From an optimization exercise on the open Yosys and OpenROAD flow, aimed at small area, a short achievable clock period and few clock cycles per item; shortcuts taken in it are not production practice. Only simulation tests tie the RTL to the original design; equivalence was not proved. Power is estimated from default activity; no workload was simulated.

--- flow/design.v ---
localparam XLEN = 32;
localparam XLEN_BYTES = XLEN / 8;
localparam RESET_VECTOR = 32'h00000000;
localparam INSTR_LEN = 32;
localparam INSTR_LEN_BYTES = INSTR_LEN / 8;
localparam DATA_LEN = XLEN;
localparam DATA_LEN_BYTES = DATA_LEN / 8;
localparam INSTR_MEM_WIDTH = XLEN;
localparam INSTR_MEM_DEPTH = 1024;
localparam INSTR_MEM_ADDR_WIDTH = $clog2(INSTR_MEM_DEPTH * INSTR_MEM_WIDTH / 8);
localparam INSTR_MEM_TAG_WIDTH = XLEN;
localparam DATA_MEM_WIDTH = XLEN;
localparam DATA_MEM_DEPTH = 1024;
localparam DATA_MEM_ADDR_WIDTH = $clog2(DATA_MEM_DEPTH * DATA_MEM_WIDTH / 8);
localparam REG_FILE_DEPTH = 32;
localparam REG_FILE_ADDR_WIDTH = $clog2(REG_FILE_DEPTH);
typedef struct packed {
  logic [31:0]             instr;
  logic [XLEN-1:0]         instr_tag;
  logic [4:0]              rs1_addr;
  logic [4:0]              rs2_addr;
  logic [XLEN-1:0]         imm;
  logic                    imm_valid;
  logic [4:0]              rd_addr;
  logic [$clog2(XLEN)-1:0] shamt;
  logic                    predicted_taken;
  logic alu;
  logic rs1;
  logic rs2;
  logic imm12;
  logic rd;
  logic shimm5;
  logic imm20;
  logic pc;
  logic load;
  logic store;
  logic lsu;
  logic add;
  logic sub;
  logic land;
  logic lor;
  logic lxor;
  logic sll;
  logic sra;
  logic srl;
  logic slt;
  logic unsign;
  logic condbr;
  logic beq;
  logic bne;
  logic bge;
  logic blt;
  logic jal;
  logic by;
  logic half;
  logic word;
  logic mul;
  logic rs1_sign;
  logic rs2_sign;
  logic low;
  logic div;
  logic rem;
  logic mac;
  logic macrst;
  logic nop;
  logic legal;
} idu0_out_t;
typedef struct packed {
  logic alu;
  logic rs1;
  logic rs2;
  logic imm12;
  logic rd;
  logic shimm5;
  logic imm20;
  logic pc;
  logic load;
  logic store;
  logic lsu;
  logic add;
  logic sub;
  logic land;
  logic lor;
  logic lxor;
  logic sll;
  logic sra;
  logic srl;
  logic slt;
  logic unsign;
  logic condbr;
  logic beq;
  logic bne;
  logic bge;
  logic blt;
  logic jal;
  logic by;
  logic half;
  logic word;
  logic mul;
  logic rs1_sign;
  logic rs2_sign;
  logic low;
  logic div;
  logic rem;
  logic mac;
  logic macrst;
  logic nop;
  logic legal;
} decode_out_t;
typedef struct packed {
  logic [31:0]             instr;
  logic [XLEN-1:0]         instr_tag;
  logic [XLEN-1:0]         rs1_data;
  logic [XLEN-1:0]         rs2_data;
  logic [4:0]              rs1_addr;
  logic [4:0]              rs2_addr;
  logic [XLEN-1:0]         imm;
  logic                    imm_valid;
  logic [4:0]              rd_addr;
  logic [$clog2(XLEN)-1:0] shamt;
  logic                    predicted_taken;
  logic alu;
  logic rs1;
  logic rs2;
  logic imm12;
  logic rd;
  logic shimm5;
  logic imm20;
  logic pc;
  logic load;
  logic store;
  logic lsu;
  logic add;
  logic sub;
  logic land;
  logic lor;
  logic lxor;
  logic sll;
  logic sra;
  logic srl;
  logic slt;
  logic unsign;
  logic condbr;
  logic beq;
  logic bne;
  logic bge;
  logic blt;
  logic jal;
  logic by;
  logic half;
  logic word;
  logic mul;
  logic rs1_sign;
  logic rs2_sign;
  logic low;
  logic div;
  logic rem;
  logic mac;
  logic macrst;
  logic nop;
  logic legal;
} idu1_out_t;
typedef struct packed {
  logic [31:0] instr;
  logic [XLEN-1:0] instr_tag;
  logic [4:0] rs1_addr;
  logic [4:0] rs2_addr;
  logic [4:0] rd_addr;
  logic mul;
  logic mac;
  logic macrst;
  logic alu;
  logic div;
  logic lsu;
} last_issued_instr_t;
typedef enum logic [2:0] {
  LSU_IDLE,
  LSU_LOAD_1,
  LSU_LOAD_2,
  LSU_DONE
} lsu_state_t;
module dff #(
    parameter int WIDTH = 1
) (
    input logic [WIDTH-1:0] din,
    input logic             clk,
    output logic [WIDTH-1:0] dout
);
  always_ff @(posedge clk) begin
    dout[WIDTH-1:0] <= din[WIDTH-1:0];
  end
endmodule
module dff_rst #(
    parameter int WIDTH = 1,
    parameter logic [WIDTH-1:0] RESET_VAL = 0
) (
    input logic [WIDTH-1:0] din,
    input logic             clk,
    input logic             rst_n,
    output logic [WIDTH-1:0] dout
);
  always_ff @(posedge clk) begin
    if (!rst_n) dout[WIDTH-1:0] <= RESET_VAL[WIDTH-1:0];
    else dout[WIDTH-1:0] <= din[WIDTH-1:0];
  end
endmodule
module dff_rst_flush #(
    parameter int WIDTH = 1,
    parameter logic [WIDTH-1:0] RESET_VAL = 0
) (
    input logic [WIDTH-1:0] din,
    input logic             clk,
    input logic             rst_n,
    input logic             flush,
    output logic [WIDTH-1:0] dout
);
  logic [WIDTH-1:0] din_i;
  logic [WIDTH-1:0] dout_i;
  assign din_i[WIDTH-1:0] = (flush) ? RESET_VAL[WIDTH-1:0] : din[WIDTH-1:0];
  assign dout[WIDTH-1:0]  = (flush) ? RESET_VAL[WIDTH-1:0] : dout_i[WIDTH-1:0];
  dff_rst_en #(WIDTH, RESET_VAL) dff_rst_inst (
      .din(din_i[WIDTH-1:0]),
      .clk(clk),
      .rst_n(rst_n),
      .en(~flush),
      .dout(dout_i[WIDTH-1:0])
  );
endmodule
module dff_rst_vector #(
    parameter int WIDTH = 1,
    parameter logic [WIDTH-1:0] RESET_VAL = 0
) (
    input  logic [WIDTH-1:0] din,
    input  logic             clk,
    input  logic             rst_n,
    input  logic [WIDTH-1:0] reset_val,
    output logic [WIDTH-1:0] dout
);
  always_ff @(posedge clk) begin
    if (!rst_n) dout[WIDTH-1:0] <= reset_val[WIDTH-1:0];
    else dout[WIDTH-1:0] <= din[WIDTH-1:0];
  end
endmodule
module dff_rst_en #(
    parameter int WIDTH = 1,
    parameter logic [WIDTH-1:0] RESET_VAL = 0
) (
    input logic [WIDTH-1:0] din,
    input logic             clk,
    input logic             rst_n,
    input logic             en,
    output logic [WIDTH-1:0] dout
);
  dff_rst #(WIDTH, RESET_VAL) dff_rst_inst (
      .din((en) ? din[WIDTH-1:0] : dout[WIDTH-1:0]),
      .*
  );
endmodule
module dff_rst_en_flush #(
    parameter int WIDTH = 1,
    parameter logic [WIDTH-1:0] RESET_VAL = 0
) (
    input logic [WIDTH-1:0] din,
    input logic             clk,
    input logic             rst_n,
    input logic             en,
    input logic             flush,
    output logic [WIDTH-1:0] dout
);
  logic [WIDTH-1:0] din_i;
  logic [WIDTH-1:0] dout_i;
  assign din_i[WIDTH-1:0] = (flush) ? RESET_VAL[WIDTH-1:0] : din[WIDTH-1:0];
  assign dout[WIDTH-1:0]  = (flush) ? RESET_VAL[WIDTH-1:0] : dout_i[WIDTH-1:0];
  dff_rst_en #(WIDTH, RESET_VAL) dff_rst_en_inst (
      .din  (din_i[WIDTH-1:0]),
      .clk  (clk),
      .rst_n(rst_n),
      .en   (en),
      .dout (dout_i[WIDTH-1:0])
  );
endmodule
module dff_rst_en_vector #(
    parameter int WIDTH = 1,
    parameter logic [WIDTH-1:0] RESET_VAL = 0
) (
    input logic [WIDTH-1:0] din,
    input logic             clk,
    input logic             rst_n,
    input logic [WIDTH-1:0] reset_val,
    input logic             en,
    output logic [WIDTH-1:0] dout
);
  dff_rst_vector #(WIDTH, RESET_VAL) dff_rst_inst (
      .din((en) ? din[WIDTH-1:0] : dout[WIDTH-1:0]),
      .*
  );
endmodule
module pc #(
    parameter int PC_WIDTH = 32,
    parameter logic [PC_WIDTH-1:0] INC_AMOUNT = 4
) (
    input logic                  clk,
    input logic                  rst_n,
    input logic [PC_WIDTH-1:0]   reset_vector,
    input logic                  load,
    input logic                  inc,
    input logic                  stall,
    input logic                  predict_take_branch,
    input logic [PC_WIDTH-1:0]   predict_target_pc_in,
    input  logic [PC_WIDTH-1:0] pc_in,
    output logic [PC_WIDTH-1:0] pc_out,
    output logic                pc_out_valid
);
    logic [PC_WIDTH-1:0] pc_d, pc_q;
    logic update_pc;
    dff_rst_en_vector #(PC_WIDTH) pc_dff (
        .clk      (clk),
        .rst_n    (rst_n),
        .reset_val(reset_vector[PC_WIDTH-1:0]),
        .en       (update_pc),
        .din      (pc_d[PC_WIDTH-1:0]),
        .dout     (pc_q[PC_WIDTH-1:0])
    );
    logic [PC_WIDTH-1:0] last_pc;
    always_ff @(posedge clk) begin
        if (!rst_n) begin
            last_pc <= 'b0;
        end else if (!stall) begin
            last_pc <= pc_q;
        end
    end
  always_comb begin
        pc_out_valid = 1'b1;  
        if (load) begin
            update_pc = 1'b1;
            pc_d = pc_in;
        end else if (stall) begin
            update_pc = 1'b0;
            pc_d = 'b0;  
        end else if (predict_take_branch) begin
            update_pc = 1'b1;
            pc_d = predict_target_pc_in + 4;
        end else if (inc) begin
            update_pc = 1'b1;
            pc_d = pc_q + INC_AMOUNT;
        end else begin
            update_pc = 1'b0;
            pc_d = 'b0;  
            pc_out_valid = 1'b0;
        end
    end
    assign pc_out[PC_WIDTH-1:0] = (stall) ? last_pc[PC_WIDTH-1:0] : pc_q[PC_WIDTH-1:0];
endmodule
module twoscomp #(
    parameter WIDTH = 32
) (
    input logic [WIDTH-1:0] din,
    output logic [WIDTH-1:0] dout
);
  logic [WIDTH-1:1] dout_temp;   
  genvar i;
  for (i = 1; i < WIDTH; i++) begin : flip_after_first_one
    assign dout_temp[i] = (|din[i-1:0]) ? ~din[i] : din[i];
  end : flip_after_first_one
  assign dout[WIDTH-1:0] = {dout_temp[WIDTH-1:1], din[0]};
endmodule   
module div (
    input logic clk,    
    input logic rst_n,  
    input logic dec_tlu_fast_div_disable,   
    input idu1_out_t dp,   
    input logic flush_lower,   
    output logic valid_ff_e1,    
    output logic finish_early,   
    output logic finish,         
    output logic div_stall,      
    output logic [    31:0] out,             
    output logic [     4:0] out_addr,
    output logic            out_valid,
    output logic [XLEN-1:0] instr_tag_out,
    output logic [    31:0] instr_out
);
  logic run_in, run_state;
  logic [5:0] count_in, count;
  logic [32:0] m_ff;
  logic        qff_enable;
  logic        aff_enable;
  logic [32:0] q_in, q_ff;
  logic [32:0] a_in, a_ff;
  logic [32:0] m_eff;
  logic [32:0] a_shift;
  logic dividend_neg_ff, divisor_neg_ff;
  logic [31:0] dividend_comp;
  logic [31:0] dividend_eff;
  logic [31:0] q_ff_comp;
  logic [31:0] q_ff_eff;
  logic [31:0] a_ff_comp;
  logic [31:0] a_ff_eff;
  logic sign_ff, sign_eff;
  logic        rem_ff;
  logic        add;
  logic [32:0] a_eff;
  logic [64:0] a_eff_shift;
  logic        rem_correct;
  logic        flush_lower_ff;
  logic        valid_e1;
  logic smallnum_case, smallnum_case_ff;
  logic [3:0] smallnum, smallnum_ff;
  logic m_already_comp;
  logic [31:0] dividend;
  logic [31:0] divisor;
  assign dividend = dp.rs1_data;
  assign divisor  = dp.rs2_data;
  dff_rst #(1) flush_any_ff (
      .*,
      .din (flush_lower),
      .dout(flush_lower_ff)
  );
  dff_rst #(1) e1val_ff (
      .*,
      .din (dp.legal & dp.div & ~flush_lower_ff),
      .dout(valid_ff_e1)
  );
  dff_rst #(1) runff (
      .*,
      .din (run_in),
      .dout(run_state)
  );
  dff_rst #(6) countff (
      .*,
      .din (count_in[5:0]),
      .dout(count[5:0])
  );
  dff_rst_en #(4) miscf (
      .*,
      .din ({dividend[31], divisor[31], sign_eff, dp.rem}),
      .dout({dividend_neg_ff, divisor_neg_ff, sign_ff, rem_ff}),
      .en  (dp.legal & dp.div)
  );
  dff_rst #(5) smallnumff (
      .*,
      .din ({smallnum_case, smallnum[3:0]}),
      .dout({smallnum_case_ff, smallnum_ff[3:0]})
  );
  dff_rst_en #(33) mff (
      .*,
      .en  (dp.legal & dp.div),
      .din ({~dp.unsign & divisor[31], divisor[31:0]}),
      .dout(m_ff[32:0])
  );
  dff_rst_en #(33) qff (
      .*,
      .en  (qff_enable),
      .din (q_in[32:0]),
      .dout(q_ff[32:0])
  );
  dff_rst_en #(33) aff (
      .*,
      .en  (aff_enable),
      .din (a_in[32:0]),
      .dout(a_ff[32:0])
  );
  twoscomp #(32) dividend_c (
      .din (q_ff[31:0]),
      .dout(dividend_comp[31:0])
  );
  twoscomp #(32) q_ff_c (
      .din (q_ff[31:0]),
      .dout(q_ff_comp[31:0])
  );
  twoscomp #(32) a_ff_c (
      .din (a_ff[31:0]),
      .dout(a_ff_comp[31:0])
  );
  dff_rst_en #(5) out_addr_ff (
      .*,
      .en  (dp.legal & dp.div),
      .din (dp.rd_addr),
      .dout(out_addr)
  );
  dff_rst_en #(XLEN + INSTR_LEN) instr_tag_ff (
      .*,
      .en  (dp.legal & dp.div),
      .din ({dp.instr_tag, dp.instr}),
      .dout({instr_tag_out, instr_out})
  );
  assign valid_e1 = valid_ff_e1 & ~flush_lower_ff;
  assign smallnum_case           = ((q_ff[31:4] == 28'b0) & (m_ff[31:4] == 28'b0) & (m_ff[31:0] != 32'b0) & ~rem_ff & valid_e1 & ~dec_tlu_fast_div_disable) |
                                    ((q_ff[31:0] == 32'b0) &                         (m_ff[31:0] != 32'b0) & ~rem_ff & valid_e1 & ~dec_tlu_fast_div_disable);
  assign smallnum[3] = (q_ff[3] & ~m_ff[3] & ~m_ff[2] & ~m_ff[1]);
  assign smallnum[2]             = ( q_ff[3] &                                  ~m_ff[3] & ~m_ff[2] &            ~m_ff[0]) |
                                    ( q_ff[2] &                                  ~m_ff[3] & ~m_ff[2] & ~m_ff[1]           ) |
                                    ( q_ff[3] &  q_ff[2] &                       ~m_ff[3] & ~m_ff[2]                      );
  assign smallnum[1]             = ( q_ff[2] &                                  ~m_ff[3] & ~m_ff[2] &            ~m_ff[0]) |
                                    (                       q_ff[1] &            ~m_ff[3] & ~m_ff[2] & ~m_ff[1]           ) |
                                    ( q_ff[3] &                                  ~m_ff[3] &            ~m_ff[1] & ~m_ff[0]) |
                                    ( q_ff[3] & ~q_ff[2] &                       ~m_ff[3] & ~m_ff[2] &  m_ff[1] &  m_ff[0]) |
                                    (~q_ff[3] &  q_ff[2] &  q_ff[1] &            ~m_ff[3] & ~m_ff[2]                      ) |
                                    ( q_ff[3] &  q_ff[2] &                       ~m_ff[3] &                       ~m_ff[0]) |
                                    ( q_ff[3] &  q_ff[2] &                       ~m_ff[3] &  m_ff[2] & ~m_ff[1]           ) |
                                    ( q_ff[3] &             q_ff[1] & ~m_ff[3] &                       ~m_ff[1]           ) |
                                    ( q_ff[3] &  q_ff[2] &  q_ff[1] &            ~m_ff[3] &  m_ff[2]                      );
  assign smallnum[0]             = (            q_ff[2] &  q_ff[1] &  q_ff[0] & ~m_ff[3] &            ~m_ff[1]           ) |
                                    ( q_ff[3] & ~q_ff[2] &  q_ff[0] &            ~m_ff[3] &             m_ff[1] &  m_ff[0]) |
                                    (            q_ff[2] &                       ~m_ff[3] &            ~m_ff[1] & ~m_ff[0]) |
                                    (                       q_ff[1] &            ~m_ff[3] & ~m_ff[2] &            ~m_ff[0]) |
                                    (                                  q_ff[0] & ~m_ff[3] & ~m_ff[2] & ~m_ff[1]           ) |
                                    (~q_ff[3] &  q_ff[2] & ~q_ff[1] &            ~m_ff[3] & ~m_ff[2] &  m_ff[1] &  m_ff[0]) |
                                    (~q_ff[3] &  q_ff[2] &  q_ff[1] &            ~m_ff[3] &                       ~m_ff[0]) |
                                    ( q_ff[3] &                                             ~m_ff[2] & ~m_ff[1] & ~m_ff[0]) |
                                    ( q_ff[3] & ~q_ff[2] &                       ~m_ff[3] &  m_ff[2] &  m_ff[1]           ) |
                                    (~q_ff[3] &  q_ff[2] &  q_ff[1] &            ~m_ff[3] &  m_ff[2] & ~m_ff[1]           ) |
                                    (~q_ff[3] &  q_ff[2] &             q_ff[0] & ~m_ff[3] &            ~m_ff[1]           ) |
                                    ( q_ff[3] & ~q_ff[2] & ~q_ff[1] &            ~m_ff[3] &  m_ff[2] &             m_ff[0]) |
                                    (           ~q_ff[2] &  q_ff[1] &  q_ff[0] & ~m_ff[3] & ~m_ff[2]                      ) |
                                    ( q_ff[3] &  q_ff[2] &                                             ~m_ff[1] & ~m_ff[0]) |
                                    ( q_ff[3] &             q_ff[1] &                       ~m_ff[2] &            ~m_ff[0]) |
                                    (~q_ff[3] &  q_ff[2] &  q_ff[1] &  q_ff[0] & ~m_ff[3] &  m_ff[2]                      ) |
                                    ( q_ff[3] &  q_ff[2] &                        m_ff[3] & ~m_ff[2]                      ) |
                                    ( q_ff[3] &             q_ff[1] &             m_ff[3] & ~m_ff[2] & ~m_ff[1]           ) |
                                    ( q_ff[3] &                        q_ff[0] &            ~m_ff[2] & ~m_ff[1]           ) |
                                    ( q_ff[3] &            ~q_ff[1] &            ~m_ff[3] &  m_ff[2] &  m_ff[1] &  m_ff[0]) |
                                    ( q_ff[3] &  q_ff[2] &  q_ff[1] &             m_ff[3] &                       ~m_ff[0]) |
                                    ( q_ff[3] &  q_ff[2] &  q_ff[1] &             m_ff[3] &            ~m_ff[1]           ) |
                                    ( q_ff[3] &  q_ff[2] &             q_ff[0] &  m_ff[3] &            ~m_ff[1]           ) |
                                    ( q_ff[3] & ~q_ff[2] &  q_ff[1] &            ~m_ff[3] &             m_ff[1]           ) |
                                    ( q_ff[3] &             q_ff[1] &  q_ff[0] &            ~m_ff[2]                      ) |
                                    ( q_ff[3] &  q_ff[2] &  q_ff[1] &  q_ff[0] &  m_ff[3]                                 );
  logic [ 4:0] a_cls;
  logic [ 4:0] b_cls;
  logic [ 5:0] shortq;
  logic [ 5:0] shortq_shift;
  logic [ 5:0] shortq_shift_ff;
  logic        shortq_enable;
  logic        shortq_enable_ff;
  logic [32:0] short_dividend;
  assign short_dividend[31:0] = q_ff[31:0];
  assign short_dividend[32]   = sign_ff & q_ff[31];
  logic [3:0] shortq_raw;
  logic [3:0] shortq_shift_xx;
  assign a_cls[4:3] = 2'b0;
  assign a_cls[2]                =  (~short_dividend[32] & (short_dividend[31:24] != {8{1'b0}})) | ( short_dividend[32] & (short_dividend[31:23] != {9{1'b1}}));
  assign a_cls[1]                =  (~short_dividend[32] & (short_dividend[23:16] != {8{1'b0}})) | ( short_dividend[32] & (short_dividend[22:15] != {8{1'b1}}));
  assign a_cls[0]                =  (~short_dividend[32] & (short_dividend[15:08] != {8{1'b0}})) | ( short_dividend[32] & (short_dividend[14:07] != {8{1'b1}}));
  assign b_cls[4:3] = 2'b0;
  assign b_cls[2]                =  (~m_ff[32]           & (          m_ff[31:24] != {8{1'b0}})) | ( m_ff[32]           & (          m_ff[31:24] != {8{1'b1}}));
  assign b_cls[1]                =  (~m_ff[32]           & (          m_ff[23:16] != {8{1'b0}})) | ( m_ff[32]           & (          m_ff[23:16] != {8{1'b1}}));
  assign b_cls[0]                =  (~m_ff[32]           & (          m_ff[15:08] != {8{1'b0}})) | ( m_ff[32]           & (          m_ff[15:08] != {8{1'b1}}));
  assign shortq_raw[3] = ((a_cls[2:1] == 2'b01) & (b_cls[2] == 1'b1)) |   
      ( (a_cls[2:0] == 3'b001) & (b_cls[2]   == 1'b1  ) ) |
                                    ( (a_cls[2:0] == 3'b000) & (b_cls[2]   == 1'b1  ) ) |
                                    ( (a_cls[2:0] == 3'b001) & (b_cls[2:1] == 2'b01 ) ) |
                                    ( (a_cls[2:0] == 3'b000) & (b_cls[2:1] == 2'b01 ) ) |
                                    ( (a_cls[2:0] == 3'b000) & (b_cls[2:0] == 3'b001) );
  assign shortq_raw[2] = ((a_cls[2] == 1'b1) & (b_cls[2] == 1'b1)) |   
      ( (a_cls[2:1] == 2'b01 ) & (b_cls[2:1] == 2'b01 ) ) |
                                    ( (a_cls[2:0] == 3'b001) & (b_cls[2:0] == 3'b001) ) |
                                    ( (a_cls[2:0] == 3'b000) & (b_cls[2:0] == 3'b000) );
  assign shortq_raw[1] = ((a_cls[2] == 1'b1) & (b_cls[2:1] == 2'b01)) |   
      ( (a_cls[2:1] == 2'b01 ) & (b_cls[2:0] == 3'b001) ) |
                                    ( (a_cls[2:0] == 3'b001) & (b_cls[2:0] == 3'b000) );
  assign shortq_raw[0] = ((a_cls[2] == 1'b1) & (b_cls[2:0] == 3'b001)) |   
      ((a_cls[2:1] == 2'b01) & (b_cls[2:0] == 3'b000));
  assign shortq_enable = valid_ff_e1 & (m_ff[31:0] != 32'b0) & (shortq_raw[3:0] != 4'b0);
  assign shortq_shift[3:0] = ({4{shortq_enable}} & shortq_raw[3:0]);
  dff #(5) i_shortq_ff (
      .*,
      .din ({shortq_enable, shortq_shift[3:0]}),
      .dout({shortq_enable_ff, shortq_shift_xx[3:0]})
  );
  assign shortq_shift_ff[5:0] = ({6{shortq_shift_xx[3]}} & 6'b01_1111) |   
      ({6{shortq_shift_xx[2]}} & 6'b01_1000) |   
      ({6{shortq_shift_xx[1]}} & 6'b01_0000) |   
      ({6{shortq_shift_xx[0]}} & 6'b00_1000);   
  dff #(1) out_valid_ff (
      .*,
      .din (finish),
      .dout(out_valid)
  );
  assign div_stall = run_state;
  assign run_in = (dp.legal & dp.div | run_state) & ~finish & ~flush_lower_ff;
  assign count_in[5:0]           = {6{run_state & ~finish & ~flush_lower_ff & ~shortq_enable}} & (count[5:0] + shortq_shift_ff[5:0] + 6'd1);
  assign finish_early = smallnum_case;
  assign finish                  = (smallnum_case | ((~rem_ff) ? (count[5:0] == 6'd32) : (count[5:0] == 6'd33))) & ~flush_lower & ~flush_lower_ff;
  assign sign_eff = ~dp.unsign & (divisor[31:0] != 32'b0);
  assign q_in[32:0]              = ({33{~run_state                                   }} &  {1'b0,dividend[31:0]}) |
                                    ({33{ run_state &  (valid_ff_e1 | shortq_enable_ff)}} &  ({dividend_eff[31:0], ~a_in[32]} << shortq_shift_ff[5:0])) |
                                    ({33{ run_state & ~(valid_ff_e1 | shortq_enable_ff)}} &  {q_ff[31:0], ~a_in[32]});
  assign qff_enable = dp.legal & dp.div | (run_state & ~shortq_enable);
  assign dividend_eff[31:0] = (sign_ff & dividend_neg_ff) ? dividend_comp[31:0] : q_ff[31:0];
  assign m_eff[32:0] = (add) ? m_ff[32:0] : ~m_ff[32:0];
  assign a_eff_shift[64:0] = {33'b0, dividend_eff[31:0]} << shortq_shift_ff[5:0];
  assign a_eff[32:0]             = ({33{ rem_correct                    }} &  a_ff[32:0]           ) |
                                    ({33{~rem_correct & ~shortq_enable_ff}} & {a_ff[31:0], q_ff[32]}) |
                                    ({33{~rem_correct &  shortq_enable_ff}} &  a_eff_shift[64:32]   );
  assign a_shift[32:0] = {33{run_state}} & a_eff[32:0];
  assign a_in[32:0] = {33{run_state}} & (a_shift[32:0] + m_eff[32:0] + {32'b0, ~add});
  assign aff_enable = dp.legal & dp.div | (run_state & ~shortq_enable & (count[5:0] != 6'd33)) | rem_correct;
  assign m_already_comp = (divisor_neg_ff & sign_ff);
  assign add = (a_ff[32] | rem_correct) ^ m_already_comp;
  assign rem_correct = (count[5:0] == 6'd33) & rem_ff & a_ff[32];
  assign q_ff_eff[31:0]          = (sign_ff & (dividend_neg_ff ^ divisor_neg_ff)) ? q_ff_comp[31:0] : q_ff[31:0];
  assign a_ff_eff[31:0] = (sign_ff & dividend_neg_ff) ? a_ff_comp[31:0] : a_ff[31:0];
  assign out[31:0]               = ({32{ smallnum_case_ff          }} & {28'b0, smallnum_ff[3:0]}) |
                                    ({32{                     rem_ff}} &  a_ff_eff[31:0]          ) |
                                    ({32{~smallnum_case_ff & ~rem_ff}} &  q_ff_eff[31:0]          );
endmodule
module tv_div (
    input  logic        clk,
    input  logic        rst_n,
    input  logic        start,          
    input  logic        op_unsigned,    
    input  logic        op_rem,         
    input  logic [31:0] dividend,
    input  logic [31:0] divisor,
    output logic        busy,
    output logic        result_valid,
    output logic [31:0] result
);
  idu1_out_t dp;
  always_comb begin
    dp          = '0;
    dp.legal    = start;
    dp.div      = start;
    dp.unsign   = op_unsigned;
    dp.rem      = op_rem;
    dp.rs1_data = dividend;
    dp.rs2_data = divisor;
  end
  div div_inst (
      .clk                     (clk),
      .rst_n                   (rst_n),
      .dp                      (dp),
      .dec_tlu_fast_div_disable(1'b0),
      .flush_lower             (1'b0),
      .out                     (result),
      .out_addr                (),
      .out_valid               (result_valid),
      .finish                  (),
      .finish_early            (),
      .valid_ff_e1             (),
      .instr_out               (),
      .instr_tag_out           (),
      .div_stall               (busy)
  );
endmodule
--- flow/run.sh ---
#!/bin/bash
# synth_recipe.tcl (not shown) runs the flow's synth.tcl, then flattens the netlist and writes it again
# the make line also repeats each setting of config.mk as NAME=value (left out here)
make -C /OpenROAD-flow-scripts/flow DESIGN_CONFIG=/design/flow/config.mk WORK_HOME=/design/flow/orfs CLKGATE_MAP_FILE= SYNTH_SCRIPT=/design/flow/synth_recipe.tcl finish
--- flow/config.mk ---
export PLATFORM = sky130hd
export DESIGN_NAME = tv_div
export DESIGN_NICKNAME = tv_div
export VERILOG_FILES = /design/flow/design.v
export SDC_FILE = /design/flow/constraint.sdc
export NUM_CORES = 4
export LEC_CHECK = 0
export CAP_MARGIN = 20
export CORE_MARGIN = 2
export CORE_UTILIZATION = 40
export SLEW_MARGIN = 20
--- flow/constraint.sdc ---
create_clock -name core_clock -period 7.5 [get_ports {clk}]
set_input_delay 1.5000 -clock core_clock [delete_from_list [all_inputs] [get_ports {clk}]]
set_output_delay 1.5000 -clock core_clock [all_outputs]
set_load 0.01 [all_outputs]
==> flow_summary_export.csv <==
group,metric,value,unit
sta,setup_viol,0,
sta,hold_viol_final,0,
detailed_routing,drc,0,
grt,grt_pass1_vias,11200,
synthesis,synth-edff-count,0,
layout,drive_gt1_frac,0.0562,
floorplan,die-width,171,um
worst_setup_path,startpoint_type,"flop",
pwr,swShare,0.392,
pwr,p_clk_frac,0.336,
worst_setup_path,worst_path_max_delay_cell,"or3b_2",
grt,grt_max_degree,71,
detailed_routing,num_vias,12100,
run_status,run_status,"complete, no violations",
min_path,hold_path_depth,2,
pwr,power_frac_seq,0.303,
sta,tns,0,ps
place,hpwl,33.9,mm
worst_setup_path,r2r.worst_path.cells,23,
pwr,power.density,203,nW/um2
detailed_routing,wire_per_inst,22.9,um
pwr,power,2.61,mW
synthesis,netlist_instances,1533,
sta,drv_slew,0,
sta,layout_min_cycle_time,6830,ps
synthesis,synth-seq-area-share,0.218,
clock_tree,clk_latency,440,ps
layout,final_core_util,0.476,
synthesis,synthArstFlopShare,0,
layout,fillers,2795,
detailed_routing,viasPerCell,6.23,
sta,slew_headroom,0.271,
worst_setup_path,critPathMaxStageDelay,520,ps
clock_tree,cts_made_buffers,17,
sta,clock_skew,15.1,ps
worst_setup_path,crit_fanout,13,
floorplan,initial_core_util,0.410,
grt,overflow,0,
worst_setup_path,arrival,7190,ps
detailed_routing,drt_wl_total,44.4,mm
clock_tree,cts.clk_slew.worst_paths,60,ps
min_path,min_from,"div_inst.aff.dff_rst_inst.dout[1]",
layout,stdcell_count,1938,
worst_setup_path,endpoint_kind,"flop",
synthesis,post_synth.cell_area_avg,7.24,um2
place,placed_area,12300,um2
sta,finalCritPeriodShare,0.911,
grt,grt_use_total,0.304,
flow_run,cap_viol_max_count,0,
clock_tree,post_cts_buffers,0,
pwr,p_leak,4.86,nW
worst_setup_path,worst_r2r_endpoint,"div_inst.qff.dff_rst_inst.dout[0]",
sta,timing.fmax,0.146,GHz
clock_tree,root_buffer,"clkbuf_16",
min_path,hold_end,"div_inst.aff.dff_rst_inst.dout[1]",
worst_setup_path,path_cells,"inv_1 > ha_1 > or3b_2 > inv_1 > nand4_2 > inv_1 > ha_1 > mux4_2 > o2111ai_1 > a31oi_1 > nor2_1 > o21bai_1 > inv_1 > fa_1 > nand2b_1 > a21oi_1 > o21ai_0 > a31oi_1 > a22oi_1 > mux2i_1 > nor2_1 > o311ai_0 > a21oi_1",
clock_tree,cts_tree,"yes",
worst_setup_path,r2r_slack,670,ps
synthesis,netlist_area,11100,um2
synthesis,ys_warn_count,10,
sta,worst_slew_pin_slew,1090,ps
clock_tree,hold_buffers,0,
place,dp.cells,1908,
floorplan,die_h,171,um
detailed_routing,drtPass1Iterations,7,
floorplan,core,27100,um2
layout,final_net_count,1672,
grt,antenna_found_initial,0,
clock_tree,cts_resized,0,
clock_tree,clockBufferDepth,2,
synthesis,ys_ff_latch,121,
layout,final_area,12900,um2
clock_tree,cts_max_level,4,
sta,timing.hold.ws,466,ps
place,port_buffers,102,
pwr,power.internal,1.59,mW
place,place_ws,884,ps
floorplan,die_area,29100,um2
pwr,combPwrFrac,0.361,
synthesis,syn_nets,1650,
pwr,vdd_drop_max,0.151,mV
detailed_routing,ant_nets,0,
worst_setup_path,cpMostUsedCell,"inv_1",
clock_tree,clock-sinks,121,
worst_setup_path,cp.required,7860,ps
synthesis,ys.flop_type,"dfxtp_1",
synthesis,synth_cell_type_count,81,
detailed_routing,first_iter_violations,1546,
grt,grt_pass1_wl,67.2,mm
sta,fin_ws,668,ps
min_path,hold_class,"reg -> reg",
worst_setup_path,critPathKind,"reg -> reg",
sta,rsz0062_at_grt,"no",
worst_setup_path,rr_startpoint,"div_inst.qff.dff_rst_inst.dout[1]",
layout,n_antenna_cell,0,
place,globalplace.congestion,0.982,
floorplan,rows,60,
floorplan,ios,103,
pwr,switching_power,1.02,mW
layout,syn_to_final_growth,16.1,%
-- worst max-delay path by stage --
stage                                            startpoint                           endpoint  cells past startpoint
after global routing      div_inst.qff.dff_rst_inst.dout[1]  div_inst.qff.dff_rst_inst.dout[0]                     23
after CTS                 div_inst.qff.dff_rst_inst.dout[1]  div_inst.qff.dff_rst_inst.dout[8]                     23
after detailed placement  div_inst.qff.dff_rst_inst.dout[1]  div_inst.qff.dff_rst_inst.dout[8]                     23
after global placement    div_inst.qff.dff_rst_inst.dout[1]  div_inst.qff.dff_rst_inst.dout[0]                     23
final                     div_inst.qff.dff_rst_inst.dout[1]  div_inst.qff.dff_rst_inst.dout[0]                     23
after floorplan           div_inst.qff.dff_rst_inst.dout[0]  div_inst.qff.dff_rst_inst.dout[8]                     22
-- critical path, delay by kind of cell (launching register included) --
family                   cells  cell delay [ps]
AO/OA/AOI/OAI                9             2530
adder cells (fa/ha/maj)      3              840
buffers and inverters        4              800
flip-flops                   1              440
multiplexers                 2              440
AND/OR/NAND/NOR              5             1700
-- state kept, by name, summed over array words and instances, names as in the netlist --
signal,count
div_inst.countff.dout,6
div_inst.i_shortq_ff.dout,5
div_inst.runff.dout,1
div_inst.miscf.dff_rst_inst.dout,3
div_inst.mff.dff_rst_inst.dout,33
div_inst.qff.dff_rst_inst.dout,33
div_inst.e1val_ff.dout,1
div_inst.smallnumff.dout,5
div_inst.aff.dff_rst_inst.dout,33
div_inst.out_valid_ff.dout,1
-- cell type report --
type | instances | area, um2 | area share
flip-flops and latches | 121 | 2420 | 0.188
well taps | 372 | 465 | 0.0361
clock buffers | 17 | 425 | 0.0330
inverters | 41 | 154 | 0.0119
clock inverters | 13 | 169 | 0.0131
repair buffers | 132 | 1240 | 0.0963
multi-input cells | 1242 | 8010 | 0.622
-- logic make-up after synthesis --
| logic type | Yosys count | synth area share |
|---|---|---|
| xor+xnor | 144 | 0.115 |
| flops | 121 | 0.218 |
| fa+ha+maj | 48 | 0.0554 |
| mux | 48 | 0.0446 |
| buf+inv | 170 | 0.0611 |
| simple gates | 528 | 0.225 |
| compound gates | 474 | 0.281 |
-- layer usage --
metal | vias up | track usage | share of wire
met1 | 5666 | 0.411 | 0.44
li1 | 5674 | - | -
met2 | 625 | 0.472 | 0.44
met4 | 0 | 0.120 | 0.039
met5 | - | 0 | 0
met3 | 113 | 0.0622 | 0.088
-- synthesized netlist by cell type, types with 16 or more instances --
cell / instances / area, um2
a31oi_1: 24 / 150
xor2_1: 87 / 762
and3_1: 17 / 106
nor2_1: 189 / 709
nand2b_1: 16 / 100
nand3_1: 24 / 120
a221oi_1: 25 / 219
a211oi_1: 33 / 248
nor4_1: 30 / 188
o22ai_1: 31 / 194
ha_1: 46 / 576
a21oi_1: 110 / 551
nand4_1: 21 / 131
clkbuf_1: 99 / 372
xnor2_1: 56 / 490
mux2i_1: 45 / 450
inv_1: 39 / 146
a222oi_1: 23 / 230
dfxtp_1: 121 / 2420
a21o_1: 25 / 188
o21ai_0: 88 / 440
nand2_1: 135 / 507
nor3_1: 37 / 185
-- cells in the final DEF, fill, tap and decap left out, types with 33 or more instances in the layout --
master and count:
nor2_1 189, nand2_1 135, dfxtp_1 121, a21oi_1 110, clkdlybuf4s50_1 101, o21ai_0 88
xor2_1 87, xnor2_1 55, ha_1 46, mux2i_1 45, inv_1 38, nor3_1 36
a211oi_1 33
-- power by group through the flow --
| stage | clock network [mW] | logic (mW) | registers [mW] |
|---|---|---|---|
| floorplan | 0 | 0.651 | 0.739 |
| CTS | 0.880 | 0.927 | 0.787 |
| detailed placement | 0 | 0.920 | 0.802 |
| finish | 0.878 | 0.943 | 0.792 |
| global route | 0.913 | 1.02 | 0.798 |
| global placement | 0 | 0.919 | 0.801 |
Testbench counts, summed over its fixed seeds: cycles 34,879, divides 2,400.

what the ideal ports hide:
The results above use ideal ports. As a check the final layout listed here was re-extracted and re-timed, cells and wires unchanged.
Step 1: set_driving_cell puts a clkbuf_16 on clk and a buf_2 on each other input, an assumption about the parent block.
Step 2, shift: input delay + t, output delay - t, t = (earliest + latest rising clock arrival at the registers) / 2. This alone moves slack from input paths to output paths.
Slacks: ideal / step 1 / step 2; pairs: ideal / step 1.
shift t [ns]: 0.485
setup WS [ns]: 0.668 / 0.668 / 0.668
worst slew at a driven data input, ns: 0.05
After both steps setup and hold are still met in this run. For this run, drivers alone change the setup slack by 0.000 ns; drivers and shift together by 0.000 ns.
